From an optimization exercise on the open Yosys and OpenROAD flow, aimed at small area, a short achievable clock period and few clock cycles per item; shortcuts taken in it are not production practice. Function was checked by simulation only, so behaviour that the tests miss may differ from the original. Power is estimated from default activity; no workload was simulated.

==> flow/design.v <==
module alu #(
    parameter INST_W = 4,
    parameter INT_W  = 6,
    parameter FRAC_W = 10,
    parameter DATA_W = INT_W + FRAC_W
)(
    input                      i_clk,
    input                      i_rst_n,
    input                      i_in_valid,
    output                     o_busy,
    input         [INST_W-1:0] i_inst,
    input  signed [DATA_W-1:0] i_data_a,
    input  signed [DATA_W-1:0] i_data_b,
    output                     o_out_valid,
    output        [DATA_W-1:0] o_data
);
integer i;
reg        busy_q;
reg        v1;
reg [3:0]  inst1;
reg [15:0] a1, b1;
reg [15:0] asel1;      
reg [7:0]  enc_one, enc_two, enc_neg;
reg [1:0]  icode;      
wire sp_c1 = (i_data_a[15:11] == 5'b00000);             
wire sp_c5 = !i_data_a[15] && !sp_c1;                   
wire sp_c2 = (i_data_a[15:10] == 6'b111111);            
wire sp_c3 = (i_data_a[15:10] == 6'b111110);            
wire sp_c4 = (i_data_a[15:10] == 6'b111101);            
wire [15:0] sp_k = sp_c1 ? 16'd10922 :
                   sp_c2 ? 16'd5461  :
                   sp_c3 ? 16'd3641  :
                   sp_c4 ? 16'd1820  :
                   sp_c5 ? 16'd16384 : 16'd0;
wire        in_sp = (i_inst == 4'd4);
wire [15:0] op_b = in_sp ? sp_k : i_data_b;
wire [16:0] op_bx = {op_b, 1'b0};
wire        take = i_in_valid && !busy_q;
assign o_busy = busy_q;
always @(posedge i_clk or negedge i_rst_n) begin
    if (!i_rst_n) begin
        busy_q <= 1'b1;
        v1     <= 1'b0;
    end else begin
        busy_q <= 1'b0;
        v1     <= take;
    end
end
always @(posedge i_clk) begin
    inst1 <= i_inst;
    a1    <= i_data_a;
    b1    <= op_b;
    for (i = 0; i < 16; i = i + 1)
        asel1[i] <= take && (i_inst == 4'd3) && (i_data_a[3:0] == i);
    icode <= !in_sp ? 2'd0 : (sp_c1 || sp_c2) ? 2'd1 : sp_c3 ? 2'd2 : sp_c4 ? 2'd3 : 2'd0;
    for (i = 0; i < 8; i = i + 1) begin
        enc_one[i] <= op_bx[2*i+1] ^ op_bx[2*i];
        enc_two[i] <= (op_bx[2*i+2] & ~op_bx[2*i+1] & ~op_bx[2*i]) | (~op_bx[2*i+2] & op_bx[2*i+1] & op_bx[2*i]);
        enc_neg[i] <= op_bx[2*i+2];
    end
end
reg        v2;
reg [1:0]  kind2;      
reg [15:0] x2;         
reg [23:0] m0, m1;     
reg        mc;         
reg [15:0] asel2;
reg [9:0]  hi_rd2;     
reg        ac2;        
reg [5:0]  bh2;        
reg [9:0]  acc_lo [0:15];
reg [9:0]  acc_hi [0:15];
reg [15:0] accw;
reg [9:0]  lo_cur, hi_arr;
always @(*) begin
    lo_cur = 10'd0;
    hi_arr = 10'd0;
    for (i = 0; i < 16; i = i + 1) begin
        lo_cur = lo_cur | ({10{asel1[i] & accw[i]}} & acc_lo[i]);
        hi_arr = hi_arr | ({10{asel1[i] & accw[i]}} & acc_hi[i]);
    end
end
wire       hi_fwd = |(asel1 & asel2);
wire [9:0] hi_sum;
wire [9:0] hi_cur = hi_fwd ? hi_sum : hi_arr;
wire [10:0] lo_sum = {1'b0, lo_cur} + {1'b0, b1[9:0]};
always @(posedge i_clk) begin
    for (i = 0; i < 16; i = i + 1)
        if (asel1[i]) acc_lo[i] <= lo_sum[9:0];
end
always @(posedge i_clk or negedge i_rst_n) begin
    if (!i_rst_n) accw <= 16'd0;
    else          accw <= accw | asel1;
end
wire is_mul = (inst1 == 4'd2);
wire is_sp  = (inst1 == 4'd4);
wire is_acc = (inst1 == 4'd3);
wire bo0 = enc_one[0];
wire bt0 = enc_two[0];
wire bn0 = enc_neg[0];
wire pp0_0 = ((bo0 & a1[0]) | (bt0 & 1'b0)) ^ bn0;
wire pp0_1 = ((bo0 & a1[1]) | (bt0 & a1[0])) ^ bn0;
wire pp0_2 = ((bo0 & a1[2]) | (bt0 & a1[1])) ^ bn0;
wire pp0_3 = ((bo0 & a1[3]) | (bt0 & a1[2])) ^ bn0;
wire pp0_4 = ((bo0 & a1[4]) | (bt0 & a1[3])) ^ bn0;
wire pp0_5 = ((bo0 & a1[5]) | (bt0 & a1[4])) ^ bn0;
wire pp0_6 = ((bo0 & a1[6]) | (bt0 & a1[5])) ^ bn0;
wire pp0_7 = ((bo0 & a1[7]) | (bt0 & a1[6])) ^ bn0;
wire pp0_8 = ((bo0 & a1[8]) | (bt0 & a1[7])) ^ bn0;
wire pp0_9 = ((bo0 & a1[9]) | (bt0 & a1[8])) ^ bn0;
wire pp0_10 = ((bo0 & a1[10]) | (bt0 & a1[9])) ^ bn0;
wire pp0_11 = ((bo0 & a1[11]) | (bt0 & a1[10])) ^ bn0;
wire pp0_12 = ((bo0 & a1[12]) | (bt0 & a1[11])) ^ bn0;
wire pp0_13 = ((bo0 & a1[13]) | (bt0 & a1[12])) ^ bn0;
wire pp0_14 = ((bo0 & a1[14]) | (bt0 & a1[13])) ^ bn0;
wire pp0_15 = ((bo0 & a1[15]) | (bt0 & a1[14])) ^ bn0;
wire pp0_16 = ~(((bo0 & a1[15]) | (bt0 & a1[15])) ^ bn0);
wire bo1 = enc_one[1];
wire bt1 = enc_two[1];
wire bn1 = enc_neg[1];
wire pp1_0 = ((bo1 & a1[0]) | (bt1 & 1'b0)) ^ bn1;
wire pp1_1 = ((bo1 & a1[1]) | (bt1 & a1[0])) ^ bn1;
wire pp1_2 = ((bo1 & a1[2]) | (bt1 & a1[1])) ^ bn1;
wire pp1_3 = ((bo1 & a1[3]) | (bt1 & a1[2])) ^ bn1;
wire pp1_4 = ((bo1 & a1[4]) | (bt1 & a1[3])) ^ bn1;
wire pp1_5 = ((bo1 & a1[5]) | (bt1 & a1[4])) ^ bn1;
wire pp1_6 = ((bo1 & a1[6]) | (bt1 & a1[5])) ^ bn1;
wire pp1_7 = ((bo1 & a1[7]) | (bt1 & a1[6])) ^ bn1;
wire pp1_8 = ((bo1 & a1[8]) | (bt1 & a1[7])) ^ bn1;
wire pp1_9 = ((bo1 & a1[9]) | (bt1 & a1[8])) ^ bn1;
wire pp1_10 = ((bo1 & a1[10]) | (bt1 & a1[9])) ^ bn1;
wire pp1_11 = ((bo1 & a1[11]) | (bt1 & a1[10])) ^ bn1;
wire pp1_12 = ((bo1 & a1[12]) | (bt1 & a1[11])) ^ bn1;
wire pp1_13 = ((bo1 & a1[13]) | (bt1 & a1[12])) ^ bn1;
wire pp1_14 = ((bo1 & a1[14]) | (bt1 & a1[13])) ^ bn1;
wire pp1_15 = ((bo1 & a1[15]) | (bt1 & a1[14])) ^ bn1;
wire pp1_16 = ~(((bo1 & a1[15]) | (bt1 & a1[15])) ^ bn1);
wire bo2 = enc_one[2];
wire bt2 = enc_two[2];
wire bn2 = enc_neg[2];
wire pp2_0 = ((bo2 & a1[0]) | (bt2 & 1'b0)) ^ bn2;
wire pp2_1 = ((bo2 & a1[1]) | (bt2 & a1[0])) ^ bn2;
wire pp2_2 = ((bo2 & a1[2]) | (bt2 & a1[1])) ^ bn2;
wire pp2_3 = ((bo2 & a1[3]) | (bt2 & a1[2])) ^ bn2;
wire pp2_4 = ((bo2 & a1[4]) | (bt2 & a1[3])) ^ bn2;
wire pp2_5 = ((bo2 & a1[5]) | (bt2 & a1[4])) ^ bn2;
wire pp2_6 = ((bo2 & a1[6]) | (bt2 & a1[5])) ^ bn2;
wire pp2_7 = ((bo2 & a1[7]) | (bt2 & a1[6])) ^ bn2;
wire pp2_8 = ((bo2 & a1[8]) | (bt2 & a1[7])) ^ bn2;
wire pp2_9 = ((bo2 & a1[9]) | (bt2 & a1[8])) ^ bn2;
wire pp2_10 = ((bo2 & a1[10]) | (bt2 & a1[9])) ^ bn2;
wire pp2_11 = ((bo2 & a1[11]) | (bt2 & a1[10])) ^ bn2;
wire pp2_12 = ((bo2 & a1[12]) | (bt2 & a1[11])) ^ bn2;
wire pp2_13 = ((bo2 & a1[13]) | (bt2 & a1[12])) ^ bn2;
wire pp2_14 = ((bo2 & a1[14]) | (bt2 & a1[13])) ^ bn2;
wire pp2_15 = ((bo2 & a1[15]) | (bt2 & a1[14])) ^ bn2;
wire pp2_16 = ~(((bo2 & a1[15]) | (bt2 & a1[15])) ^ bn2);
wire bo3 = enc_one[3];
wire bt3 = enc_two[3];
wire bn3 = enc_neg[3];
wire pp3_0 = ((bo3 & a1[0]) | (bt3 & 1'b0)) ^ bn3;
wire pp3_1 = ((bo3 & a1[1]) | (bt3 & a1[0])) ^ bn3;
wire pp3_2 = ((bo3 & a1[2]) | (bt3 & a1[1])) ^ bn3;
wire pp3_3 = ((bo3 & a1[3]) | (bt3 & a1[2])) ^ bn3;
wire pp3_4 = ((bo3 & a1[4]) | (bt3 & a1[3])) ^ bn3;
wire pp3_5 = ((bo3 & a1[5]) | (bt3 & a1[4])) ^ bn3;
wire pp3_6 = ((bo3 & a1[6]) | (bt3 & a1[5])) ^ bn3;
wire pp3_7 = ((bo3 & a1[7]) | (bt3 & a1[6])) ^ bn3;
wire pp3_8 = ((bo3 & a1[8]) | (bt3 & a1[7])) ^ bn3;
wire pp3_9 = ((bo3 & a1[9]) | (bt3 & a1[8])) ^ bn3;
wire pp3_10 = ((bo3 & a1[10]) | (bt3 & a1[9])) ^ bn3;
wire pp3_11 = ((bo3 & a1[11]) | (bt3 & a1[10])) ^ bn3;
wire pp3_12 = ((bo3 & a1[12]) | (bt3 & a1[11])) ^ bn3;
wire pp3_13 = ((bo3 & a1[13]) | (bt3 & a1[12])) ^ bn3;
wire pp3_14 = ((bo3 & a1[14]) | (bt3 & a1[13])) ^ bn3;
wire pp3_15 = ((bo3 & a1[15]) | (bt3 & a1[14])) ^ bn3;
wire pp3_16 = ~(((bo3 & a1[15]) | (bt3 & a1[15])) ^ bn3);
wire bo4 = enc_one[4];
wire bt4 = enc_two[4];
wire bn4 = enc_neg[4];
wire pp4_0 = ((bo4 & a1[0]) | (bt4 & 1'b0)) ^ bn4;
wire pp4_1 = ((bo4 & a1[1]) | (bt4 & a1[0])) ^ bn4;
wire pp4_2 = ((bo4 & a1[2]) | (bt4 & a1[1])) ^ bn4;
wire pp4_3 = ((bo4 & a1[3]) | (bt4 & a1[2])) ^ bn4;
wire pp4_4 = ((bo4 & a1[4]) | (bt4 & a1[3])) ^ bn4;
wire pp4_5 = ((bo4 & a1[5]) | (bt4 & a1[4])) ^ bn4;
wire pp4_6 = ((bo4 & a1[6]) | (bt4 & a1[5])) ^ bn4;
wire pp4_7 = ((bo4 & a1[7]) | (bt4 & a1[6])) ^ bn4;
wire pp4_8 = ((bo4 & a1[8]) | (bt4 & a1[7])) ^ bn4;
wire pp4_9 = ((bo4 & a1[9]) | (bt4 & a1[8])) ^ bn4;
wire pp4_10 = ((bo4 & a1[10]) | (bt4 & a1[9])) ^ bn4;
wire pp4_11 = ((bo4 & a1[11]) | (bt4 & a1[10])) ^ bn4;
wire pp4_12 = ((bo4 & a1[12]) | (bt4 & a1[11])) ^ bn4;
wire pp4_13 = ((bo4 & a1[13]) | (bt4 & a1[12])) ^ bn4;
wire pp4_14 = ((bo4 & a1[14]) | (bt4 & a1[13])) ^ bn4;
wire pp4_15 = ((bo4 & a1[15]) | (bt4 & a1[14])) ^ bn4;
wire pp4_16 = ~(((bo4 & a1[15]) | (bt4 & a1[15])) ^ bn4);
wire bo5 = enc_one[5];
wire bt5 = enc_two[5];
wire bn5 = enc_neg[5];
wire pp5_0 = ((bo5 & a1[0]) | (bt5 & 1'b0)) ^ bn5;
wire pp5_1 = ((bo5 & a1[1]) | (bt5 & a1[0])) ^ bn5;
wire pp5_2 = ((bo5 & a1[2]) | (bt5 & a1[1])) ^ bn5;
wire pp5_3 = ((bo5 & a1[3]) | (bt5 & a1[2])) ^ bn5;
wire pp5_4 = ((bo5 & a1[4]) | (bt5 & a1[3])) ^ bn5;
wire pp5_5 = ((bo5 & a1[5]) | (bt5 & a1[4])) ^ bn5;
wire pp5_6 = ((bo5 & a1[6]) | (bt5 & a1[5])) ^ bn5;
wire pp5_7 = ((bo5 & a1[7]) | (bt5 & a1[6])) ^ bn5;
wire pp5_8 = ((bo5 & a1[8]) | (bt5 & a1[7])) ^ bn5;
wire pp5_9 = ((bo5 & a1[9]) | (bt5 & a1[8])) ^ bn5;
wire pp5_10 = ((bo5 & a1[10]) | (bt5 & a1[9])) ^ bn5;
wire pp5_11 = ((bo5 & a1[11]) | (bt5 & a1[10])) ^ bn5;
wire pp5_12 = ((bo5 & a1[12]) | (bt5 & a1[11])) ^ bn5;
wire pp5_13 = ((bo5 & a1[13]) | (bt5 & a1[12])) ^ bn5;
wire pp5_14 = ((bo5 & a1[14]) | (bt5 & a1[13])) ^ bn5;
wire pp5_15 = ((bo5 & a1[15]) | (bt5 & a1[14])) ^ bn5;
wire pp5_16 = ~(((bo5 & a1[15]) | (bt5 & a1[15])) ^ bn5);
wire bo6 = enc_one[6];
wire bt6 = enc_two[6];
wire bn6 = enc_neg[6];
wire pp6_0 = ((bo6 & a1[0]) | (bt6 & 1'b0)) ^ bn6;
wire pp6_1 = ((bo6 & a1[1]) | (bt6 & a1[0])) ^ bn6;
wire pp6_2 = ((bo6 & a1[2]) | (bt6 & a1[1])) ^ bn6;
wire pp6_3 = ((bo6 & a1[3]) | (bt6 & a1[2])) ^ bn6;
wire pp6_4 = ((bo6 & a1[4]) | (bt6 & a1[3])) ^ bn6;
wire pp6_5 = ((bo6 & a1[5]) | (bt6 & a1[4])) ^ bn6;
wire pp6_6 = ((bo6 & a1[6]) | (bt6 & a1[5])) ^ bn6;
wire pp6_7 = ((bo6 & a1[7]) | (bt6 & a1[6])) ^ bn6;
wire pp6_8 = ((bo6 & a1[8]) | (bt6 & a1[7])) ^ bn6;
wire pp6_9 = ((bo6 & a1[9]) | (bt6 & a1[8])) ^ bn6;
wire pp6_10 = ((bo6 & a1[10]) | (bt6 & a1[9])) ^ bn6;
wire pp6_11 = ((bo6 & a1[11]) | (bt6 & a1[10])) ^ bn6;
wire pp6_12 = ((bo6 & a1[12]) | (bt6 & a1[11])) ^ bn6;
wire pp6_13 = ((bo6 & a1[13]) | (bt6 & a1[12])) ^ bn6;
wire pp6_14 = ((bo6 & a1[14]) | (bt6 & a1[13])) ^ bn6;
wire pp6_15 = ((bo6 & a1[15]) | (bt6 & a1[14])) ^ bn6;
wire pp6_16 = ~(((bo6 & a1[15]) | (bt6 & a1[15])) ^ bn6);
wire bo7 = enc_one[7];
wire bt7 = enc_two[7];
wire bn7 = enc_neg[7];
wire pp7_0 = ((bo7 & a1[0]) | (bt7 & 1'b0)) ^ bn7;
wire pp7_1 = ((bo7 & a1[1]) | (bt7 & a1[0])) ^ bn7;
wire pp7_2 = ((bo7 & a1[2]) | (bt7 & a1[1])) ^ bn7;
wire pp7_3 = ((bo7 & a1[3]) | (bt7 & a1[2])) ^ bn7;
wire pp7_4 = ((bo7 & a1[4]) | (bt7 & a1[3])) ^ bn7;
wire pp7_5 = ((bo7 & a1[5]) | (bt7 & a1[4])) ^ bn7;
wire pp7_6 = ((bo7 & a1[6]) | (bt7 & a1[5])) ^ bn7;
wire pp7_7 = ((bo7 & a1[7]) | (bt7 & a1[6])) ^ bn7;
wire pp7_8 = ((bo7 & a1[8]) | (bt7 & a1[7])) ^ bn7;
wire pp7_9 = ((bo7 & a1[9]) | (bt7 & a1[8])) ^ bn7;
wire pp7_10 = ((bo7 & a1[10]) | (bt7 & a1[9])) ^ bn7;
wire pp7_11 = ((bo7 & a1[11]) | (bt7 & a1[10])) ^ bn7;
wire pp7_12 = ((bo7 & a1[12]) | (bt7 & a1[11])) ^ bn7;
wire pp7_13 = ((bo7 & a1[13]) | (bt7 & a1[12])) ^ bn7;
wire pp7_14 = ((bo7 & a1[14]) | (bt7 & a1[13])) ^ bn7;
wire pp7_15 = ((bo7 & a1[15]) | (bt7 & a1[14])) ^ bn7;
wire pp7_16 = ~(((bo7 & a1[15]) | (bt7 & a1[15])) ^ bn7);
wire kc9 = (icode == 2'd0);
wire kc11 = (icode == 2'd1) | (icode == 2'd2);
wire kc12 = (icode == 2'd2) | (icode == 2'd3);
wire kc13 = (icode == 2'd3);
wire kc14 = (icode == 2'd1) | (icode == 2'd2) | (icode == 2'd3) | bn7;
wire kc15 = (icode == 2'd1);
wire kc16 = (icode == 2'd0) | (icode == 2'd1) | (icode == 2'd2);
wire kc17 = (icode == 2'd0);
wire kc18 = (icode == 2'd1);
wire kc19 = (icode == 2'd0) | (icode == 2'd2);
wire kc20 = (icode == 2'd1) | (icode == 2'd2);
wire kc21 = (icode == 2'd0) | (icode == 2'd2);
wire kc22 = (icode == 2'd1);
wire kc23 = (icode == 2'd0);
wire kc24 = (icode == 2'd1) | (icode == 2'd2) | (icode == 2'd3);
wire hs0 = bn5 ^ pp0_10;
wire hc0 = bn5 & pp0_10;
wire fs0 = kc11 ^ pp0_11 ^ pp1_9;
wire fc0 = (kc11 & pp0_11) | (kc11 & pp1_9) | (pp0_11 & pp1_9);
wire fs1 = bn6 ^ kc12 ^ pp0_12;
wire fc1 = (bn6 & kc12) | (bn6 & pp0_12) | (kc12 & pp0_12);
wire fs2 = pp1_10 ^ pp2_8 ^ pp3_6;
wire fc2 = (pp1_10 & pp2_8) | (pp1_10 & pp3_6) | (pp2_8 & pp3_6);
wire fs3 = kc13 ^ pp0_13 ^ pp1_11;
wire fc3 = (kc13 & pp0_13) | (kc13 & pp1_11) | (pp0_13 & pp1_11);
wire fs4 = pp2_9 ^ pp3_7 ^ pp4_5;
wire fc4 = (pp2_9 & pp3_7) | (pp2_9 & pp4_5) | (pp3_7 & pp4_5);
wire fs5 = kc14 ^ pp0_14 ^ pp1_12;
wire fc5 = (kc14 & pp0_14) | (kc14 & pp1_12) | (pp0_14 & pp1_12);
wire fs6 = pp2_10 ^ pp3_8 ^ pp4_6;
wire fc6 = (pp2_10 & pp3_8) | (pp2_10 & pp4_6) | (pp3_8 & pp4_6);
wire hs1 = pp5_4 ^ pp6_2;
wire hc1 = pp5_4 & pp6_2;
wire fs7 = kc15 ^ pp0_15 ^ pp1_13;
wire fc7 = (kc15 & pp0_15) | (kc15 & pp1_13) | (pp0_15 & pp1_13);
wire fs8 = pp2_11 ^ pp3_9 ^ pp4_7;
wire fc8 = (pp2_11 & pp3_9) | (pp2_11 & pp4_7) | (pp3_9 & pp4_7);
wire fs9 = pp5_5 ^ pp6_3 ^ pp7_1;
wire fc9 = (pp5_5 & pp6_3) | (pp5_5 & pp7_1) | (pp6_3 & pp7_1);
wire fs10 = kc16 ^ pp0_16 ^ pp1_14;
wire fc10 = (kc16 & pp0_16) | (kc16 & pp1_14) | (pp0_16 & pp1_14);
wire fs11 = pp2_12 ^ pp3_10 ^ pp4_8;
wire fc11 = (pp2_12 & pp3_10) | (pp2_12 & pp4_8) | (pp3_10 & pp4_8);
wire fs12 = pp5_6 ^ pp6_4 ^ pp7_2;
wire fc12 = (pp5_6 & pp6_4) | (pp5_6 & pp7_2) | (pp6_4 & pp7_2);
wire fs13 = kc17 ^ pp1_15 ^ pp2_13;
wire fc13 = (kc17 & pp1_15) | (kc17 & pp2_13) | (pp1_15 & pp2_13);
wire fs14 = pp3_11 ^ pp4_9 ^ pp5_7;
wire fc14 = (pp3_11 & pp4_9) | (pp3_11 & pp5_7) | (pp4_9 & pp5_7);
wire hs2 = pp6_5 ^ pp7_3;
wire hc2 = pp6_5 & pp7_3;
wire fs15 = kc18 ^ pp1_16 ^ pp2_14;
wire fc15 = (kc18 & pp1_16) | (kc18 & pp2_14) | (pp1_16 & pp2_14);
wire fs16 = pp3_12 ^ pp4_10 ^ pp5_8;
wire fc16 = (pp3_12 & pp4_10) | (pp3_12 & pp5_8) | (pp4_10 & pp5_8);
wire hs3 = pp6_6 ^ pp7_4;
wire hc3 = pp6_6 & pp7_4;
wire fs17 = kc19 ^ pp2_15 ^ pp3_13;
wire fc17 = (kc19 & pp2_15) | (kc19 & pp3_13) | (pp2_15 & pp3_13);
wire fs18 = pp4_11 ^ pp5_9 ^ pp6_7;
wire fc18 = (pp4_11 & pp5_9) | (pp4_11 & pp6_7) | (pp5_9 & pp6_7);
wire fs19 = kc20 ^ pp2_16 ^ pp3_14;
wire fc19 = (kc20 & pp2_16) | (kc20 & pp3_14) | (pp2_16 & pp3_14);
wire hs4 = pp4_12 ^ pp5_10;
wire hc4 = pp4_12 & pp5_10;
wire fs20 = kc21 ^ pp3_15 ^ pp4_13;
wire fc20 = (kc21 & pp3_15) | (kc21 & pp4_13) | (pp3_15 & pp4_13);
wire hs5 = kc22 ^ pp3_16;
wire hc5 = kc22 & pp3_16;
wire hs6 = bn3 ^ pp0_6;
wire hc6 = bn3 & pp0_6;
wire hs7 = pp0_7 ^ pp1_5;
wire hc7 = pp0_7 & pp1_5;
wire fs21 = bn4 ^ pp0_8 ^ pp1_6;
wire fc21 = (bn4 & pp0_8) | (bn4 & pp1_6) | (pp0_8 & pp1_6);
wire hs8 = pp2_4 ^ pp3_2;
wire hc8 = pp2_4 & pp3_2;
wire fs22 = kc9 ^ pp0_9 ^ pp1_7;
wire fc22 = (kc9 & pp0_9) | (kc9 & pp1_7) | (pp0_9 & pp1_7);
wire fs23 = pp2_5 ^ pp3_3 ^ pp4_1;
wire fc23 = (pp2_5 & pp3_3) | (pp2_5 & pp4_1) | (pp3_3 & pp4_1);
wire fs24 = pp1_8 ^ pp2_6 ^ pp3_4;
wire fc24 = (pp1_8 & pp2_6) | (pp1_8 & pp3_4) | (pp2_6 & pp3_4);
wire fs25 = pp4_2 ^ pp5_0 ^ hs0;
wire fc25 = (pp4_2 & pp5_0) | (pp4_2 & hs0) | (pp5_0 & hs0);
wire fs26 = pp2_7 ^ pp3_5 ^ pp4_3;
wire fc26 = (pp2_7 & pp3_5) | (pp2_7 & pp4_3) | (pp3_5 & pp4_3);
wire fs27 = pp5_1 ^ hc0 ^ fs0;
wire fc27 = (pp5_1 & hc0) | (pp5_1 & fs0) | (hc0 & fs0);
wire fs28 = pp4_4 ^ pp5_2 ^ pp6_0;
wire fc28 = (pp4_4 & pp5_2) | (pp4_4 & pp6_0) | (pp5_2 & pp6_0);
wire fs29 = fc0 ^ fs1 ^ fs2;
wire fc29 = (fc0 & fs1) | (fc0 & fs2) | (fs1 & fs2);
wire fs30 = pp5_3 ^ pp6_1 ^ fc1;
wire fc30 = (pp5_3 & pp6_1) | (pp5_3 & fc1) | (pp6_1 & fc1);
wire fs31 = fc2 ^ fs3 ^ fs4;
wire fc31 = (fc2 & fs3) | (fc2 & fs4) | (fs3 & fs4);
wire fs32 = pp7_0 ^ hs1 ^ fc3;
wire fc32 = (pp7_0 & hs1) | (pp7_0 & fc3) | (hs1 & fc3);
wire fs33 = fc4 ^ fs5 ^ fs6;
wire fc33 = (fc4 & fs5) | (fc4 & fs6) | (fs5 & fs6);
wire fs34 = hc1 ^ fc5 ^ fc6;
wire fc34 = (hc1 & fc5) | (hc1 & fc6) | (fc5 & fc6);
wire fs35 = fs7 ^ fs8 ^ fs9;
wire fc35 = (fs7 & fs8) | (fs7 & fs9) | (fs8 & fs9);
wire fs36 = fc7 ^ fc8 ^ fc9;
wire fc36 = (fc7 & fc8) | (fc7 & fc9) | (fc8 & fc9);
wire fs37 = fs10 ^ fs11 ^ fs12;
wire fc37 = (fs10 & fs11) | (fs10 & fs12) | (fs11 & fs12);
wire fs38 = hs2 ^ fc10 ^ fc11;
wire fc38 = (hs2 & fc10) | (hs2 & fc11) | (fc10 & fc11);
wire fs39 = fc12 ^ fs13 ^ fs14;
wire fc39 = (fc12 & fs13) | (fc12 & fs14) | (fs13 & fs14);
wire fs40 = hc2 ^ hs3 ^ fc13;
wire fc40 = (hc2 & hs3) | (hc2 & fc13) | (hs3 & fc13);
wire fs41 = fc14 ^ fs15 ^ fs16;
wire fc41 = (fc14 & fs15) | (fc14 & fs16) | (fs15 & fs16);
wire fs42 = pp7_5 ^ hc3 ^ fc15;
wire fc42 = (pp7_5 & hc3) | (pp7_5 & fc15) | (hc3 & fc15);
wire fs43 = fc16 ^ fs17 ^ fs18;
wire fc43 = (fc16 & fs17) | (fc16 & fs18) | (fs17 & fs18);
wire fs44 = pp6_8 ^ pp7_6 ^ hs4;
wire fc44 = (pp6_8 & pp7_6) | (pp6_8 & hs4) | (pp7_6 & hs4);
wire fs45 = fc17 ^ fc18 ^ fs19;
wire fc45 = (fc17 & fc18) | (fc17 & fs19) | (fc18 & fs19);
wire fs46 = pp5_11 ^ pp6_9 ^ pp7_7;
wire fc46 = (pp5_11 & pp6_9) | (pp5_11 & pp7_7) | (pp6_9 & pp7_7);
wire fs47 = hc4 ^ fc19 ^ fs20;
wire fc47 = (hc4 & fc19) | (hc4 & fs20) | (fc19 & fs20);
wire fs48 = pp4_14 ^ pp5_12 ^ pp6_10;
wire fc48 = (pp4_14 & pp5_12) | (pp4_14 & pp6_10) | (pp5_12 & pp6_10);
wire fs49 = pp7_8 ^ hs5 ^ fc20;
wire fc49 = (pp7_8 & hs5) | (pp7_8 & fc20) | (hs5 & fc20);
wire fs50 = kc23 ^ pp4_15 ^ pp5_13;
wire fc50 = (kc23 & pp4_15) | (kc23 & pp5_13) | (pp4_15 & pp5_13);
wire fs51 = pp6_11 ^ pp7_9 ^ hc5;
wire fc51 = (pp6_11 & pp7_9) | (pp6_11 & hc5) | (pp7_9 & hc5);
wire fs52 = kc24 ^ pp4_16 ^ pp5_14;
wire fc52 = (kc24 & pp4_16) | (kc24 & pp5_14) | (pp4_16 & pp5_14);
wire hs9 = pp6_12 ^ pp7_10;
wire hc9 = pp6_12 & pp7_10;
wire fs53 = 1'b1 ^ pp5_15 ^ pp6_13;
wire fc53 = (1'b1 & pp5_15) | (1'b1 & pp6_13) | (pp5_15 & pp6_13);
wire hs10 = bn2 ^ pp0_4;
wire hc10 = bn2 & pp0_4;
wire hs11 = pp0_5 ^ pp1_3;
wire hc11 = pp0_5 & pp1_3;
wire fs54 = pp1_4 ^ pp2_2 ^ pp3_0;
wire fc54 = (pp1_4 & pp2_2) | (pp1_4 & pp3_0) | (pp2_2 & pp3_0);
wire fs55 = pp2_3 ^ pp3_1 ^ hc6;
wire fc55 = (pp2_3 & pp3_1) | (pp2_3 & hc6) | (pp3_1 & hc6);
wire fs56 = pp4_0 ^ hc7 ^ hs8;
wire fc56 = (pp4_0 & hc7) | (pp4_0 & hs8) | (hc7 & hs8);
wire fs57 = hc8 ^ fc21 ^ fs22;
wire fc57 = (hc8 & fc21) | (hc8 & fs22) | (fc21 & fs22);
wire fs58 = fc22 ^ fc23 ^ fs24;
wire fc58 = (fc22 & fc23) | (fc22 & fs24) | (fc23 & fs24);
wire fs59 = fc24 ^ fs26 ^ fc25;
wire fc59 = (fc24 & fs26) | (fc24 & fc25) | (fs26 & fc25);
wire fs60 = fc26 ^ fs28 ^ fc27;
wire fc60 = (fc26 & fs28) | (fc26 & fc27) | (fs28 & fc27);
wire fs61 = fc28 ^ fc29 ^ fs30;
wire fc61 = (fc28 & fc29) | (fc28 & fs30) | (fc29 & fs30);
wire fs62 = fc30 ^ fc31 ^ fs32;
wire fc62 = (fc30 & fc31) | (fc30 & fs32) | (fc31 & fs32);
wire fs63 = fc32 ^ fc33 ^ fs34;
wire fc63 = (fc32 & fc33) | (fc32 & fs34) | (fc33 & fs34);
wire fs64 = fc34 ^ fc35 ^ fs36;
wire fc64 = (fc34 & fc35) | (fc34 & fs36) | (fc35 & fs36);
wire fs65 = fc36 ^ fc37 ^ fs38;
wire fc65 = (fc36 & fc37) | (fc36 & fs38) | (fc37 & fs38);
wire fs66 = fc38 ^ fc39 ^ fs40;
wire fc66 = (fc38 & fc39) | (fc38 & fs40) | (fc39 & fs40);
wire fs67 = fc40 ^ fc41 ^ fs42;
wire fc67 = (fc40 & fc41) | (fc40 & fs42) | (fc41 & fs42);
wire fs68 = fc42 ^ fs44 ^ fc43;
wire fc68 = (fc42 & fs44) | (fc42 & fc43) | (fs44 & fc43);
wire fs69 = fs46 ^ fc44 ^ fc45;
wire fc69 = (fs46 & fc44) | (fs46 & fc45) | (fc44 & fc45);
wire fs70 = fc46 ^ fs48 ^ fc47;
wire fc70 = (fc46 & fs48) | (fc46 & fc47) | (fs48 & fc47);
wire fs71 = fc48 ^ fs50 ^ fs51;
wire fc71 = (fc48 & fs50) | (fc48 & fs51) | (fs50 & fs51);
wire fs72 = hs9 ^ fc50 ^ fs52;
wire fc72 = (hs9 & fc50) | (hs9 & fs52) | (fc50 & fs52);
wire fs73 = pp7_11 ^ hc9 ^ fc52;
wire fc73 = (pp7_11 & hc9) | (pp7_11 & fc52) | (hc9 & fc52);
wire fs74 = pp5_16 ^ pp6_14 ^ pp7_12;
wire fc74 = (pp5_16 & pp6_14) | (pp5_16 & pp7_12) | (pp6_14 & pp7_12);
wire hs12 = 1'b1 ^ pp6_15;
wire hc12 = 1'b1 & pp6_15;
wire hs13 = bn1 ^ pp0_2;
wire hc13 = bn1 & pp0_2;
wire hs14 = pp0_3 ^ pp1_1;
wire hc14 = pp0_3 & pp1_1;
wire fs75 = pp1_2 ^ pp2_0 ^ hs10;
wire fc75 = (pp1_2 & pp2_0) | (pp1_2 & hs10) | (pp2_0 & hs10);
wire fs76 = pp2_1 ^ hc10 ^ hs11;
wire fc76 = (pp2_1 & hc10) | (pp2_1 & hs11) | (hc10 & hs11);
wire fs77 = hc11 ^ hs6 ^ fs54;
wire fc77 = (hc11 & hs6) | (hc11 & fs54) | (hs6 & fs54);
wire fs78 = hs7 ^ fc54 ^ fs55;
wire fc78 = (hs7 & fc54) | (hs7 & fs55) | (fc54 & fs55);
wire fs79 = fs21 ^ fc55 ^ fs56;
wire fc79 = (fs21 & fc55) | (fs21 & fs56) | (fc55 & fs56);
wire fs80 = fs23 ^ fc56 ^ fs57;
wire fc80 = (fs23 & fc56) | (fs23 & fs57) | (fc56 & fs57);
wire fs81 = fs25 ^ fc57 ^ fs58;
wire fc81 = (fs25 & fc57) | (fs25 & fs58) | (fc57 & fs58);
wire fs82 = fc58 ^ fs27 ^ fs59;
wire fc82 = (fc58 & fs27) | (fc58 & fs59) | (fs27 & fs59);
wire fs83 = fs29 ^ fc59 ^ fs60;
wire fc83 = (fs29 & fc59) | (fs29 & fs60) | (fc59 & fs60);
wire fs84 = fs31 ^ fc60 ^ fs61;
wire fc84 = (fs31 & fc60) | (fs31 & fs61) | (fc60 & fs61);
wire fs85 = fs33 ^ fc61 ^ fs62;
wire fc85 = (fs33 & fc61) | (fs33 & fs62) | (fc61 & fs62);
wire fs86 = fs35 ^ fc62 ^ fs63;
wire fc86 = (fs35 & fc62) | (fs35 & fs63) | (fc62 & fs63);
wire fs87 = fs37 ^ fc63 ^ fs64;
wire fc87 = (fs37 & fc63) | (fs37 & fs64) | (fc63 & fs64);
wire fs88 = fs39 ^ fc64 ^ fs65;
wire fc88 = (fs39 & fc64) | (fs39 & fs65) | (fc64 & fs65);
wire fs89 = fs41 ^ fc65 ^ fs66;
wire fc89 = (fs41 & fc65) | (fs41 & fs66) | (fc65 & fs66);
wire fs90 = fs43 ^ fc66 ^ fs67;
wire fc90 = (fs43 & fc66) | (fs43 & fs67) | (fc66 & fs67);
wire fs91 = fs45 ^ fc67 ^ fs68;
wire fc91 = (fs45 & fc67) | (fs45 & fs68) | (fc67 & fs68);
wire fs92 = fs47 ^ fc68 ^ fs69;
wire fc92 = (fs47 & fc68) | (fs47 & fs69) | (fc68 & fs69);
wire fs93 = fs49 ^ fc69 ^ fs70;
wire fc93 = (fs49 & fc69) | (fs49 & fs70) | (fc69 & fs70);
wire fs94 = fc49 ^ fs71 ^ fc70;
wire fc94 = (fc49 & fs71) | (fc49 & fc70) | (fs71 & fc70);
wire fs95 = fc51 ^ fs72 ^ fc71;
wire fc95 = (fc51 & fs72) | (fc51 & fc71) | (fs72 & fc71);
wire fs96 = fs53 ^ fc72 ^ fs73;
wire fc96 = (fs53 & fc72) | (fs53 & fs73) | (fc72 & fs73);
wire fs97 = fc53 ^ fs74 ^ fc73;
wire fc97 = (fc53 & fs74) | (fc53 & fc73) | (fs74 & fc73);
wire fs98 = pp7_13 ^ hs12 ^ fc74;
wire fc98 = (pp7_13 & hs12) | (pp7_13 & fc74) | (hs12 & fc74);
wire fs99 = pp6_16 ^ pp7_14 ^ hc12;
wire fc99 = (pp6_16 & pp7_14) | (pp6_16 & hc12) | (pp7_14 & hc12);
wire hs15 = 1'b1 ^ pp7_15;
wire hc15 = 1'b1 & pp7_15;
wire [31:0] mr0 = {1'b1, pp7_16, fc99, fc98, fc97, fc96, fc95, fc94, fc93, fc92, fc91, fc90, fc89, fc88, fc87, fc86, fc85, fc84, fc83, fc82, fc81, fc80, fc79, fc78, fc77, fc76, fc75, hc14, hc13, pp1_0, pp0_1, bn0};
wire [31:0] mr1 = {1'b0, hc15, hs15, fs99, fs98, fs97, fs96, fs95, fs94, fs93, fs92, fs91, fs90, fs89, fs88, fs87, fs86, fs85, fs84, fs83, fs82, fs81, fs80, fs79, fs78, fs77, fs76, fs75, hs14, hs13, 1'b0, pp0_0};
wire [8:0] mlow = {1'b0, mr0[7:0]} + {1'b0, mr1[7:0]};
wire        sub  = inst1[0];
wire [15:0] bx   = b1 ^ {16{sub}};
wire [16:0] as   = {a1[15], a1} + {bx[15], bx} + {16'd0, sub};
wire [15:0] as_s = (as[16] == as[15]) ? as[15:0] : as[16] ? 16'h8000 : 16'h7fff;
wire        is_rot = inst1[0];
wire [3:0]  sh   = is_rot ? (4'd0 - b1[3:0]) : b1[3:0];
wire [15:0] rr   = ({a1, a1} >> sh);
reg  [15:0] therm;                        
always @(*) begin
    for (i = 0; i < 16; i = i + 1)
        therm[i] = (b1[3:0] > i);
end
reg  [15:0] shf;
always @(*) begin
    for (i = 0; i < 16; i = i + 1) begin
        if (is_rot)
            shf[i] = (b1[15:5] != 11'd0 || (b1[4] && therm[i])) ? 1'b0 : rr[i];
        else
            shf[i] = (b1[15:4] != 12'd0 || therm[15-i]) ? a1[15] : rr[i];
    end
end
reg  [4:0]  clz;
always @(*) begin
    clz = 5'd16;
    for (i = 0; i < 16; i = i + 1)
        if (a1[i]) clz = 5'd15 - i;
end
reg [15:0] rmatch;
always @(*) begin
    rmatch = 16'd0;
    for (i = 0; i < 13; i = i + 1)
        rmatch[i] = (a1[i +: 4] == {b1[15-i], b1[14-i], b1[13-i], b1[12-i]});
end
reg [15:0] simple;
always @(*) begin
    case (inst1)
        4'd0, 4'd1: simple = as_s;
        4'd5:       simple = a1 ^ b1;
        4'd6, 4'd7: simple = shf;
        4'd8:       simple = {11'd0, clz};
        default:    simple = rmatch;
    endcase
end
always @(posedge i_clk or negedge i_rst_n) begin
    if (!i_rst_n) v2 <= 1'b0;
    else          v2 <= v1;
end
always @(posedge i_clk) begin
    kind2 <= is_acc ? 2'd1 : is_mul ? 2'd2 : is_sp ? 2'd3 : 2'd0;
    x2    <= is_acc ? {6'd0, lo_sum[9:0]} : simple;
    m0    <= mr0[31:8];
    m1    <= mr1[31:8];
    mc    <= mlow[8];
    asel2 <= asel1;
    hi_rd2 <= hi_cur;
    ac2   <= lo_sum[10];
    bh2   <= b1[15:10];
end
reg        vo;
reg [15:0] out_q;
assign hi_sum = hi_rd2 + {{4{bh2[5]}}, bh2} + {9'd0, ac2};
always @(posedge i_clk) begin
    for (i = 0; i < 16; i = i + 1)
        if (asel2[i]) acc_hi[i] <= hi_sum;
end
wire [23:0] t = m0 + m1 + {23'd0, mc};
wire [15:0] mul_r = (t[23:17] == 7'h00 || t[23:17] == 7'h7f) ? t[17:2] :
                    t[23] ? 16'h8000 : 16'h7fff;
wire [15:0] acc_r = (hi_sum[9:5] == 5'h00 || hi_sum[9:5] == 5'h1f) ? {hi_sum[5:0], x2[9:0]} :
                    hi_sum[9] ? 16'h8000 : 16'h7fff;
always @(posedge i_clk or negedge i_rst_n) begin
    if (!i_rst_n) vo <= 1'b0;
    else          vo <= v2;
end
always @(posedge i_clk) begin
    case (kind2)
        2'd1:    out_q <= acc_r;
        2'd2:    out_q <= mul_r;
        2'd3:    out_q <= t[21:6];
        default: out_q <= x2;
    endcase
end
assign o_out_valid = vo;
assign o_data      = out_q;
endmodule
==> flow/flow/run.sh <==
#!/bin/bash
cd "$(dirname "$0")/.."
cat >> config.mk <<'EOC'
export SETUP_SLACK_MARGIN = 7
export TNS_END_PERCENT = 10
export BUFFER_PORTS_ARGS = -buffer_cell sky130_fd_sc_hd__buf_2
export CTS_ARGS = -sink_clustering_enable -repair_clock_nets -dont_use_dummy_load -sink_clustering_size 22 -sink_clustering_max_diameter 120
EOC
bash standard.sh > standard.log 2>&1
==> flow/standard.sh <==
#!/bin/bash
# synth_recipe.tcl (not shown) runs the flow's synth.tcl, then flattens the netlist and writes it again
# the make line also repeats each setting of config.mk as NAME=value (left out here)
make -C /OpenROAD-flow-scripts/flow DESIGN_CONFIG=/design/flow/config.mk WORK_HOME=/design/flow/orfs CLKGATE_MAP_FILE= SYNTH_SCRIPT=/design/flow/synth_recipe.tcl "${@:-finish}"
==> flow/config.mk <==
export PLATFORM = sky130hd
export DESIGN_NAME = alu
export DESIGN_NICKNAME = alu
export VERILOG_FILES = /design/flow/design.v
export SDC_FILE = /design/flow/constraint.sdc
export NUM_CORES = 4
export LEC_CHECK = 0
export CAP_MARGIN = 20
export CORE_MARGIN = 2
export CORE_UTILIZATION = 40
export SLEW_MARGIN = 20
export SETUP_SLACK_MARGIN = 7
export TNS_END_PERCENT = 10
export BUFFER_PORTS_ARGS = -buffer_cell sky130_fd_sc_hd__buf_2
export CTS_ARGS = -sink_clustering_enable -repair_clock_nets -dont_use_dummy_load -sink_clustering_size 22 -sink_clustering_max_diameter 120
==> flow/constraint.sdc <==
create_clock -name core_clock -period 10.0 [get_ports {i_clk}]
set_input_delay 2.0000 -clock core_clock [delete_from_list [all_inputs] [get_ports {i_clk}]]
set_output_delay 2.0000 -clock core_clock [all_outputs]
set_load 0.01 [all_outputs]
==> results.json, run 1 <==
{
  "pre_cts_slack_ps": 5760,
  "worst_slack_ps": 6540,
  "die_w_um": 267,
  "status": "timing/DRC/antenna clean",
  "ir_drop_uv": 137,
  "gr-total-overflow": 0,
  "n_antenna_cell": 0,
  "clockBufferDepth": 3,
  "reg2reg_setup_slack_ps": 6570,
  "drt_iter0_drc": 2250,
  "cts_tree": "done",
  "yosysTopAreaCell": "edfxtp_1",
  "synthSimpleGateAreaFrac_pct": 7.01,
  "power_density_nw_per_um2": 199,
  "io_buffers": 56,
  "initial_core_util_pct": 40.4,
  "ys_seq_area_share_pct": 49.7,
  "syn_avg_cell_area_um2": 11.7,
  "design.die.area_um2": 71400,
  "synthesis.area_um2": 27700,
  "ant_nets": 0,
  "tns_ps": 0,
  "start_kind": "input pin",
  "totalPowerFinal_mw": 6.31,
  "drive_gt1_share_pct": 17.1,
  "drc": 0,
  "synth-edff-count": 320,
  "power_switching_mw": 2.29,
  "core-area_um2": 68600,
  "crit_fanout": 21,
  "maxCapViolCount": 0,
  "final_cell_mix": "edfxtp_1 (320), a22oi_1 (169), dfxtp_1 (153)",
  "num_rows": 96,
  "final_common_cell": "edfxtp_1",
  "num-nets-final": 2680,
  "slew_headroom_pct": 32.9,
  "dp_hpwl_um": 54900,
  "area_delta_synth_final_pct": 14.8,
  "grt_pass1_wl_um": 131000,
  "path_clk_slew_ps": 100,
  "rsz0062_at_grt": "true",
  "synth_flop_cell": "edfxtp_1",
  "postCtsHoldBufs": 0,
  "crit_path_end_kind": "flip-flop",
  "grt_max_degree": 32,
  "p_clk_share_pct": 18.2,
  "min_period_ps": 3460,
  "synth_top_family_by_area": "compound AO/OA/AOI/OAI gates",
  "die_h_um": 267,
  "synth_mux_area_share_pct": 2.64,
  "synth_top_area_share_pct": 34.7,
  "num_vias": 20274,
  "yosys.area_share.adder_pct": 11.4,
  "final_hold_viol_count": 0,
  "hold_slack_ps": 337,
  "synth_nets": 2602,
  "synth_xor_area_share_pct": 8.47,
  "dr.pass1.iters": 6,
  "synth_cell_type_count": 83,
  "wl_um": 88700,
  "grt_pass1_vias": 20183,
  "drv_slew": 0,
  "yosys_warnings": 3,
  "post_drt_wl_per_cell_um": 26.2,
  "cts.htree.levels": 1,
  "layout_worst_path_cycle_share_pct": 34.6,
  "clockRootBuffer": "clkbuf_16",
  "p_comb_share_pct": 40.8,
  "async_flop_share_pct": 3.82,
  "criticalPathCategory": "input pin to flip-flop",
  "maxClockFrequency_ghz": 0.289,
  "io_pins": 57,
  "viasPerCell": 6.00,
  "clock-skew-final_ps": 36.6,
  "cts.sinks": 523,
  "antenna_found_initial": 2,
  "place.gp.congestion": 0.938,
  "netSwitchingFraction_pct": 36.2,
  "arrival_ps": 3980,
  "setup_viol": 0,
  "p_int_mw": 4.03,
  "syn-instance-count": 2374,
  "holdCritPathClass": "flip-flop to flip-flop",
  "synth-seq-cells": 523,
  "tightestPinTransition_ps": 1000,
  "cp.required_ps": 10510,
  "power_leakage_nw": 12.0,
  "seq_power_share_pct": 41.0,
  "fin_util_pct": 46.4,
  "clk_latency_ps": 600,
  "grt_util_all_layers_pct": 24.5,
  "ys_top_cells_by_area": "edfxtp_1 (35%), dfxtp_1 (13%), fa_1 (7.4%)",
  "synth-compound-area-share_pct": 16.6,
  "numCtsBuffers": 27
}
[per-layer routing]
layer / vias to the layer above / global-route usage (%) / wire [um]
met2: 1015 / 39.4 / 41100
li1: 8872 / - / -
met3: 154 / 3.42 / 7700
met4: 0 / 7.15 / 2550
met5: - / 0 / 0
met1: 10233 / 34.4 / 37400
[worst max-delay path, stage by stage]
cell and delay, ps:
buf_2 160, or4b_4 700, or3b_4 500, o21ai_0 140, a21o_1 250, nand2_1 80
o22ai_1 140
[cells in the mapped netlist (7+ instances only)]
cell      number
edfxtp_1     320
dfxtp_1      183
a22oi_1      179
xnor2_1      154
inv_1        132
clkbuf_1     117
xor2_1       114
fa_1         103
nand2_1       95
a21oi_1       94
nor2_1        92
ha_1          86
o21ai_0       70
mux2i_1       67
a221oi_1      65
a22o_1        59
buf_1         41
nand4_1       35
nor3_1        30
and2_1        27
nand3_1       27
a21o_1        23
a31oi_1       20
dfrtp_1       19
or2_2         17
o21bai_1      15
nand2b_1      14
o211ai_1      13
nor4_1        12
nor2b_1       11
a211oi_1      10
o22a_1         8
o31ai_1        8
or3_1          8
buf_2          7
[registers in the layout, summed over array words and instances, names as in the netlist, 4 cells and up]
signal and count:
acc_hi 160, acc_lo 160, m0 23, m1 23
a1 16, accw 16, asel1 16, asel2 16
out_q 16, x2 16, hi_rd2 10, b1 8
enc_one 8, enc_two 8, enc_neg 7, bh2 6
inst1 4
[timing repair]
item                                    in CTS  in global routing
gates cloned                                11                  4
setup buffers                               61                 27
endpoints found under the setup margin     223                206
gates resized for setup                    153                 45
pin swaps                                   55                 41
[logic make-up after synthesis]
group	count (synthesis)
buffers and inverters	301
other	1
muxes	71
adders and majority gates	191
AOI/OAI and AO/OA	630
and+or+nand+nor	389
xor gates and xnor gates	268
DFF	523
[area by class of cell]
type	instances	area, um2
clock buffer	27	676
timing repair buffer	213	2000
inverter	135	519
sequential	523	13900
multi-input combinational	1552	13600
tap	931	1160
fill	6132	36800
[path summary, 6_finish.rpt]
kind / start / endpoint / cells after the start
min: v2 / vo / 0
max: i_inst[1] / enc_two[6] / 7
min in group asynchronous: i_rst_n / accw[3] / 1
max in group asynchronous: i_rst_n / accw[4] / 1
min reg2reg: v2 / vo / 0
max reg2reg: enc_one[5] / m1[10] / 8
[power groups by stage]
stage / Combinational [mW] / Clock [mW] / Sequential [mW]
after floorplan: 1.69 / 0 / 2.55
after global placement: 2.27 / 0 / 2.62
after global routing: 2.85 / 1.24 / 2.60
final: 2.58 / 1.15 / 2.59
after CTS: 2.53 / 1.16 / 2.59
after detailed placement: 2.30 / 0 / 2.62
[stage by stage]
| step | cell area, um2 | cells |
|---|---|---|
| 2_1_floorplan | 28500 | 2374 |
| 3_3_place_gp | 29200 | 3250 |
| 3_5_place_dp | 29200 | 3251 |
| 4_1_cts | 31300 | 3350 |
| 5_1_grt | 31800 | 3381 |
| 6_report | 31800 | 3381 |
Testbench counts, summed over its fixed seeds: cycles 3,224, items 3,200.
==> run 2, diff against run 1 <==
==> flow/flow/run.sh (replaced) <==
#!/bin/bash
cd "$(dirname "$0")/.."
cat >> config.mk <<'EOC'
export TNS_END_PERCENT = 10
export BUFFER_PORTS_ARGS = -buffer_cell sky130_fd_sc_hd__buf_2
export CTS_ARGS = -sink_clustering_enable -repair_clock_nets -dont_use_dummy_load -sink_clustering_size 22 -sink_clustering_max_diameter 120
EOC
cp config.mk config_cts.mk
echo "export SETUP_SLACK_MARGIN = 6.0" >> config.mk
bash standard.sh cts > standard_cts.log 2>&1
cp config_cts.mk config.mk
echo "export SETUP_SLACK_MARGIN = 6.0" >> config.mk
bash standard.sh finish > standard.log 2>&1
--- a/flow/config.mk
+++ b/flow/config.mk
@@ -9,7 +9,7 @@
 export CORE_MARGIN = 2
 export CORE_UTILIZATION = 40
 export SLEW_MARGIN = 20
-export SETUP_SLACK_MARGIN = 7
 export TNS_END_PERCENT = 10
 export BUFFER_PORTS_ARGS = -buffer_cell sky130_fd_sc_hd__buf_2
 export CTS_ARGS = -sink_clustering_enable -repair_clock_nets -dont_use_dummy_load -sink_clustering_size 22 -sink_clustering_max_diameter 120
+export SETUP_SLACK_MARGIN = 6.0
==> results.json, run 2 <==
{
  "layout_worst_path_cycle_share_pct": 40.0,
  "design.die.area_um2": 71400,
  "ir_drop_uv": 140,
  "area_delta_synth_final_pct": 8.51,
  "maxClockFrequency_ghz": 0.250,
  "cp.required_ps": 10340,
  "place.gp.congestion": 0.951,
  "postCtsHoldBufs": 0,
  "io_pins": 57,
  "post_drt_wl_per_cell_um": 27.0,
  "multi_input_area_um2": 13000,
  "antenna_found_initial": 2,
  "final_hold_viol_count": 0,
  "grt_pass1_wl_um": 130000,
  "drt_iter0_drc": 2227,
  "crit_fanout": 20,
  "synth-seq-cells": 523,
  "clk_latency_ps": 620,
  "ys_seq_area_share_pct": 49.7,
  "yosysMostFrequentCell": "edfxtp_1",
  "die_w_um": 267,
  "cts.sinks": 523,
  "reg_top3": "acc_hi x160, acc_lo x160",
  "worst_slack_ps": 6000,
  "die_h_um": 267,
  "syn_avg_cell_area_um2": 11.7,
  "tns_ps": 0,
  "tightestPinTransition_ps": 1060,
  "cp_num_buf_inv": 3,
  "io_buffers": 56,
  "clockRootBuffer": "clkbuf_16",
  "num_vias": 19632,
  "regArea_um2": 13800,
  "synth_flop_cell": "edfxtp_1",
  "status": "timing/DRC/antenna clean",
  "synth-edff-count": 320,
  "ant_nets": 0,
  "nFillCells": 6331,
  "core-area_um2": 68600,
  "wl_um": 88900,
  "criticalPathCategory": "flip-flop to flip-flop",
  "grtUsageMet2_pct": 40.2,
  "clock-skew-final_ps": 62.9,
  "grt_pass1_vias": 19175,
  "holdCritPathClass": "flip-flop to flip-flop",
  "slew_headroom_pct": 29.3,
  "final_common_cell": "edfxtp_1",
  "synth_top_area_share_pct": 34.7,
  "arrival_ps": 4340,
  "min_period_ps": 4000,
  "synthesis.area_um2": 27700,
  "synth_commonest_cells": "edfxtp_1 (320), dfxtp_1 (183), a22oi_1 (179)",
  "cts.htree.levels": 1,
  "dr.pass1.iters": 5,
  "cp_slowest_cell": "dfxtp_1",
  "power_density_nw_per_um2": 205,
  "grt-busiest-layer": "met2",
  "fin_util_pct": 43.8,
  "viasPerCell": 5.97,
  "syn-instance-count": 2374,
  "setup_viol": 0,
  "gr-usage-met1_pct": 34.1,
  "async_flop_share_pct": 3.82,
  "drc": 0,
  "num-nets-final": 2589,
  "gr-total-overflow": 0,
  "crit_path_end_kind": "flip-flop",
  "numCtsBuffers": 29,
  "yosys_warnings": 3,
  "initial_core_util_pct": 40.4,
  "ys_top_cells_by_area": "edfxtp_1 (35%), dfxtp_1 (13%), fa_1 (7.4%)",
  "drv_slew": 0,
  "grt_util_all_layers_pct": 24.5,
  "path_delay_family": "compound AO/OA/AOI/OAI gates",
  "crit_path_frequent_cell": "buf_4",
  "n_antenna_cell": 0,
  "path_cells": "and2_1, buf_4, a22o_1, a221oi_1, nand4_1, ha_1, a21oi_2, o21bai_1, a21oi_2, buf_4, o21ai_1, xor2_4, buf_4",
  "power_leakage_nw": 11.3,
  "synth_cell_type_count": 83,
  "dp_hpwl_um": 60700,
  "synth_nets": 2602,
  "cp_slowest_stage_delay_ps": 510,
  "cts_tree": "done",
  "pre_cts_slack_ps": 4970,
  "final_cell_mix": "edfxtp_1 (320), a22oi_1 (179), dfxtp_1 (173)",
  "maxCapViolCount": 0,
  "rsz0062_at_grt": "true",
  "use_met3_pct": 3.27,
  "num_rows": 96,
  "path_clk_slew_ps": 80,
  "grt_max_degree": 41,
  "start_kind": "flip-flop",
  "clockBufferDepth": 3,
  "yosysTopAreaCell": "edfxtp_1",
  "drive_gt1_share_pct": 9.92
}
## run 2: cell types whose count changed in the layout (fill, tap and decap cells not counted), moves of 11 or more
cell      change
dfxtp_4      -18
ha_1         +12
buf_12       -14
a221oi_2     -11
a221oi_1     +13
buf_4        -58
dfxtp_1      +20
o21ai_0      +14
## run 2: worst paths after layout
kind / start / cells past startpoint / to / slack, ps
worst max-delay path: asel1[1] / 13 / acc_lo[1][9] / 6000
worst min-delay path: v1 / 0 / v2 / 350
worst max register to register: asel1[1] / 13 / acc_lo[1][9] / 6000
worst min register to register: v1 / 0 / v2 / 350
max in group asynchronous: i_rst_n / 1 / accw[1] / 8070
min in group asynchronous: i_rst_n / 1 / v2 / 1420
## run 2: metal layers
metal	part of all wire, %	up-vias	wire length, um
met1	42	9862	37700
met2	47	965	41600
met3	7.6	144	6730
met5	0.022	-	20
li1	-	8657	-
met4	3.3	4	2930
## run 2: metrics by stage
stage	instances	hold WS, ps	instance area [um2]	power, mW
final	3290	351	30100	6.16
after global routing	3290	362	30100	6.51
after CTS	3279	350	29800	6.14
after detailed placement	3246	335	29000	4.96
after global placement	3246	333	29000	4.90
after floorplan	2374	329	27700	4.21
## run 2: kinds of logic (layout without fill, tap and decap cells)
kind of cell             Yosys count  in the layout  share of synthesized area [%]
AO/OA/AOI/OAI                    630            630                           16.6
XOR/XNOR                         268            268                           8.47
adder cells (fa/ha/maj)          191            191                           11.4
buffers and inverters            301            286                           4.14
flip-flops                       523            523                           49.7
multiplexers                      71             71                           2.64
other                              1              1                         0.0135
AND/OR/NAND/NOR                  389            389                           7.01
## run 2: report_power, final
part           switching (mW)  internal [mW]
Combinational            1.46          0.941
Sequential              0.109           2.45
Clock                   0.687          0.513
Total                    2.25           3.91
## run 2: area by class of cell
class                   instances  area share, %
clock buffers                  29           2.41
inverters                     135           1.71
multi-input cells            1550           43.3
flip-flops and latches        523           45.9
well taps                     931           3.88
repair buffers                122           2.84
## run 2: what timing repair did
action | in CTS | in global routing
pin swaps | 1 | 10
gates resized for setup | 26 | 23
setup endpoints to repair | 84 | 89
gates cloned | 0 | 1
buffers inserted | 4 | 9
==> run 3, diff against run 2 <==
--- a/flow/flow/run.sh
+++ b/flow/flow/run.sh
@@ -9,5 +9,5 @@
 echo "export SETUP_SLACK_MARGIN = 6.0" >> config.mk
 bash standard.sh cts > standard_cts.log 2>&1
 cp config_cts.mk config.mk
-echo "export SETUP_SLACK_MARGIN = 6.0" >> config.mk
+echo "export SETUP_SLACK_MARGIN = 5.8" >> config.mk
 bash standard.sh finish > standard.log 2>&1
--- a/flow/config.mk
+++ b/flow/config.mk
@@ -12,4 +12,4 @@
 export TNS_END_PERCENT = 10
 export BUFFER_PORTS_ARGS = -buffer_cell sky130_fd_sc_hd__buf_2
 export CTS_ARGS = -sink_clustering_enable -repair_clock_nets -dont_use_dummy_load -sink_clustering_size 22 -sink_clustering_max_diameter 120
-export SETUP_SLACK_MARGIN = 6.0
+export SETUP_SLACK_MARGIN = 5.8
==> results.json, run 3 <==
{
  "status": "timing/DRC/antenna clean",
  "num_rows": 96,
  "clock-skew-final_ps": 64.7,
  "drive_gt1_share_pct": 9.35,
  "viasPerCell": 5.98,
  "start_kind": "flip-flop",
  "area_delta_synth_final_pct": 8.16,
  "min_period_ps": 4090,
  "arrival_ps": 4430,
  "post_drt_wl_per_cell_um": 27.0,
  "netSwitchingFraction_pct": 36.6,
  "dp_hpwl_um": 60700,
  "path_delay_family": "compound AO/OA/AOI/OAI gates",
  "die_w_um": 267,
  "final_cell_mix": "edfxtp_1 (320), a22oi_1 (179), dfxtp_1 (175)",
  "synth_top_area_share_pct": 34.7,
  "holdCritPathClass": "flip-flop to flip-flop",
  "cts.sinks": 523,
  "ys_top_cells_by_area": "edfxtp_1 (35%), dfxtp_1 (13%), fa_1 (7.4%)",
  "layout_worst_path_cycle_share_pct": 40.9,
  "num-nets-final": 2584,
  "cp_slowest_cell": "dfxtp_1",
  "io_buffers": 56,
  "placed_cells_incl_taps": 3246,
  "final_hold_viol_count": 0,
  "drc": 0,
  "die_h_um": 267,
  "core-area_um2": 68600,
  "seq_power_share_pct": 41.6,
  "synth-edff-count": 320,
  "tightestPinTransition_ps": 1080,
  "synth_flop_cell": "edfxtp_1",
  "gr-total-overflow": 0,
  "grt_util_all_layers_pct": 24.5,
  "grt_max_degree": 41,
  "power_leakage_nw": 11.2,
  "criticalPathCategory": "flip-flop to flip-flop",
  "p_comb_share_pct": 38.9,
  "p_int_mw": 3.90,
  "io_pins": 57,
  "synth-seq-cells": 523,
  "setup_viol": 0,
  "worst_r2r_path_depth": 12,
  "place.gp.congestion": 0.951,
  "clockRootBuffer": "clkbuf_16",
  "dr.pass1.iters": 6,
  "power_switching_mw": 2.25,
  "ant_nets": 0,
  "slew_headroom_pct": 27.9,
  "design.die.area_um2": 71400,
  "layout.cells.non_filler": 3285,
  "clk_latency_ps": 620,
  "synth_commonest_cells": "edfxtp_1 (320), dfxtp_1 (183), a22oi_1 (179)",
  "tns_ps": 0,
  "antenna_found_initial": 2,
  "cp.required_ps": 10340,
  "synth_cell_type_count": 83,
  "crit_fanout": 20,
  "synth_nets": 2602,
  "grt_pass1_vias": 19175,
  "clockBufferDepth": 3,
  "path_cells": "and2_1, buf_4, a22o_1, a221oi_1, nand4_1, ha_1, a21oi_1, o21bai_1, a21oi_2, o21ai_1, xor2_4, buf_4",
  "cts.htree.levels": 1,
  "initial_core_util_pct": 40.4,
  "crit_path_end_kind": "flip-flop",
  "reg_top3": "acc_hi x160, acc_lo x160",
  "drt_iter0_drc": 2245,
  "ys_seq_area_share_pct": 49.7,
  "ir_drop_uv": 139,
  "cp.depth": 12,
  "path_clk_slew_ps": 80,
  "power_density_nw_per_um2": 205,
  "async_flop_share_pct": 3.82,
  "numCtsBuffers": 29,
  "cts_tree": "done",
  "yosys_warnings": 3,
  "synthesis.area_um2": 27700,
  "n_antenna_cell": 0,
  "cp_num_buf_inv": 2,
  "syn-instance-count": 2374,
  "p_clk_share_pct": 19.5,
  "grt_pass1_wl_um": 130000,
  "yosysMostFrequentCell": "edfxtp_1",
  "drv_slew": 0,
  "cp_slowest_stage_delay_ps": 500,
  "syn_avg_cell_area_um2": 11.7,
  "maxClockFrequency_ghz": 0.245,
  "final_common_cell": "edfxtp_1",
  "wl_um": 88600,
  "rsz0062_at_grt": "true",
  "num_vias": 19660,
  "yosysTopAreaCell": "edfxtp_1",
  "maxCapViolCount": 0,
  "crit_path_frequent_cell": "buf_4",
  "hold_depth": 0
}
## run 3: cell count changes in the layout (fill, tap and decap cells not counted), sizes merged
cell | before | now
buf | 121 | 117
clkbuf | 30 | 29
## run 3: power by group through the flow
stage | logic (mW) | registers, mW | clock network [mW]
detailed placement | 2.35 | 2.61 | 0
floorplan | 1.66 | 2.55 | 0
CTS | 2.36 | 2.56 | 1.22
finish | 2.40 | 2.56 | 1.20
global placement | 2.29 | 2.61 | 0
global route | 2.64 | 2.57 | 1.29
## run 3: repair_timing
action	in CTS	in global routing
endpoints found under the hold margin	0	0
pin swaps	1	3
setup endpoints to repair	84	62
resized for setup	26	12
hold buffers	0	0
setup buffers	4	5
## run 3: worst paths after layout
check                      startpoint            to  slack [ps]
max                          asel1[1]  acc_lo[1][9]        5910
min                                v1            v2         350
max reg2reg                  asel1[1]  acc_lo[1][9]        5910
min reg2reg                        v1            v2         350
max in group asynchronous     i_rst_n       accw[1]        8060
min in group asynchronous     i_rst_n            v2        1420
## run 3: stage by stage
| step | hold slack (ps) | utilization [%] | power, mW | cell area (um2) | setup WS [ps] |
|---|---|---|---|---|---|
| 6_report | 351 | 43.7 | 6.16 | 30000 | 5910 |
| 5_1_grt | 362 | 43.7 | 6.50 | 30000 | 5740 |
| 4_1_cts | 350 | 43.5 | 6.14 | 29800 | 5880 |
| 3_5_place_dp | 335 | 42.3 | 4.96 | 29000 | 4970 |
| 3_3_place_gp | 333 | 42.3 | 4.90 | 29000 | 5110 |
| 2_1_floorplan | 329 | - | 4.21 | 27700 | 6050 |
## run 3: logic make-up (layout without fill, tap and decap cells)
| group | Yosys count | count (layout) | synth area share (%) |
|---|---|---|---|
| AO/OA/AOI/OAI | 630 | 630 | 16.6 |
| flip-flops | 523 | 523 | 49.7 |
| AND/OR/NAND/NOR | 389 | 389 | 7.01 |
| buffers and inverters | 301 | 281 | 4.14 |
| XOR/XNOR | 268 | 268 | 8.47 |
| adder cells (fa/ha/maj) | 191 | 191 | 11.4 |
| multiplexers | 71 | 71 | 2.64 |
| other | 1 | 1 | 0.0135 |
## run 3: area by class of cell
class / count / area [um2]
clock buffers: 29 / 726
fillers: 6332 / 38600
inverters: 135 / 513
multi-input cells: 1550 / 13000
flip-flops and latches: 523 / 13800
well taps: 931 / 1160
repair buffers: 117 / 787
## run 3: per-layer routing
metal,vias to the layer above,GRT usage [%],share of wire [%]
li1,8641,-,-
met1,9972,34.1,42
met2,906,40.2,47
met3,137,3.27,7.5
met4,4,6.76,3.0
met5,-,0,0.023

what the ideal ports hide:
Ports are ideal in the flow. The routed layouts listed here were re-timed in OpenROAD. Step 1 (the two cells are an assumption about what drives the block):
set clk [get_ports {i_clk}]
set_driving_cell -lib_cell sky130_fd_sc_hd__clkbuf_16 $clk
set_driving_cell -lib_cell sky130_fd_sc_hd__buf_2 [delete_from_list [all_inputs] $clk]
Step 2 moves the port delays by t, midway between the first and last clock arrival at a register: inputs arrive t later, outputs are due t later. That takes back most of the time a late clock gives input paths. a / b / c = ideal / step 1 / step 2; a / b = the first two.
run	shift t [ns]	setup slack, ns	worst setup path after step 2	pins driven straight from the clock port
run 1	0.652	6.538 / 6.573 / 5.926	input to register	1
run 2	0.654	6.000 / 6.000 / 5.554	input to register	1
run 3	0.653	5.911 / 5.911 / 5.562	input to register	1
After both steps setup and hold are still met in every run listed. For run 1, which loses most, drivers alone change the setup slack by +0.035 ns; drivers and shift together by -0.612 ns.
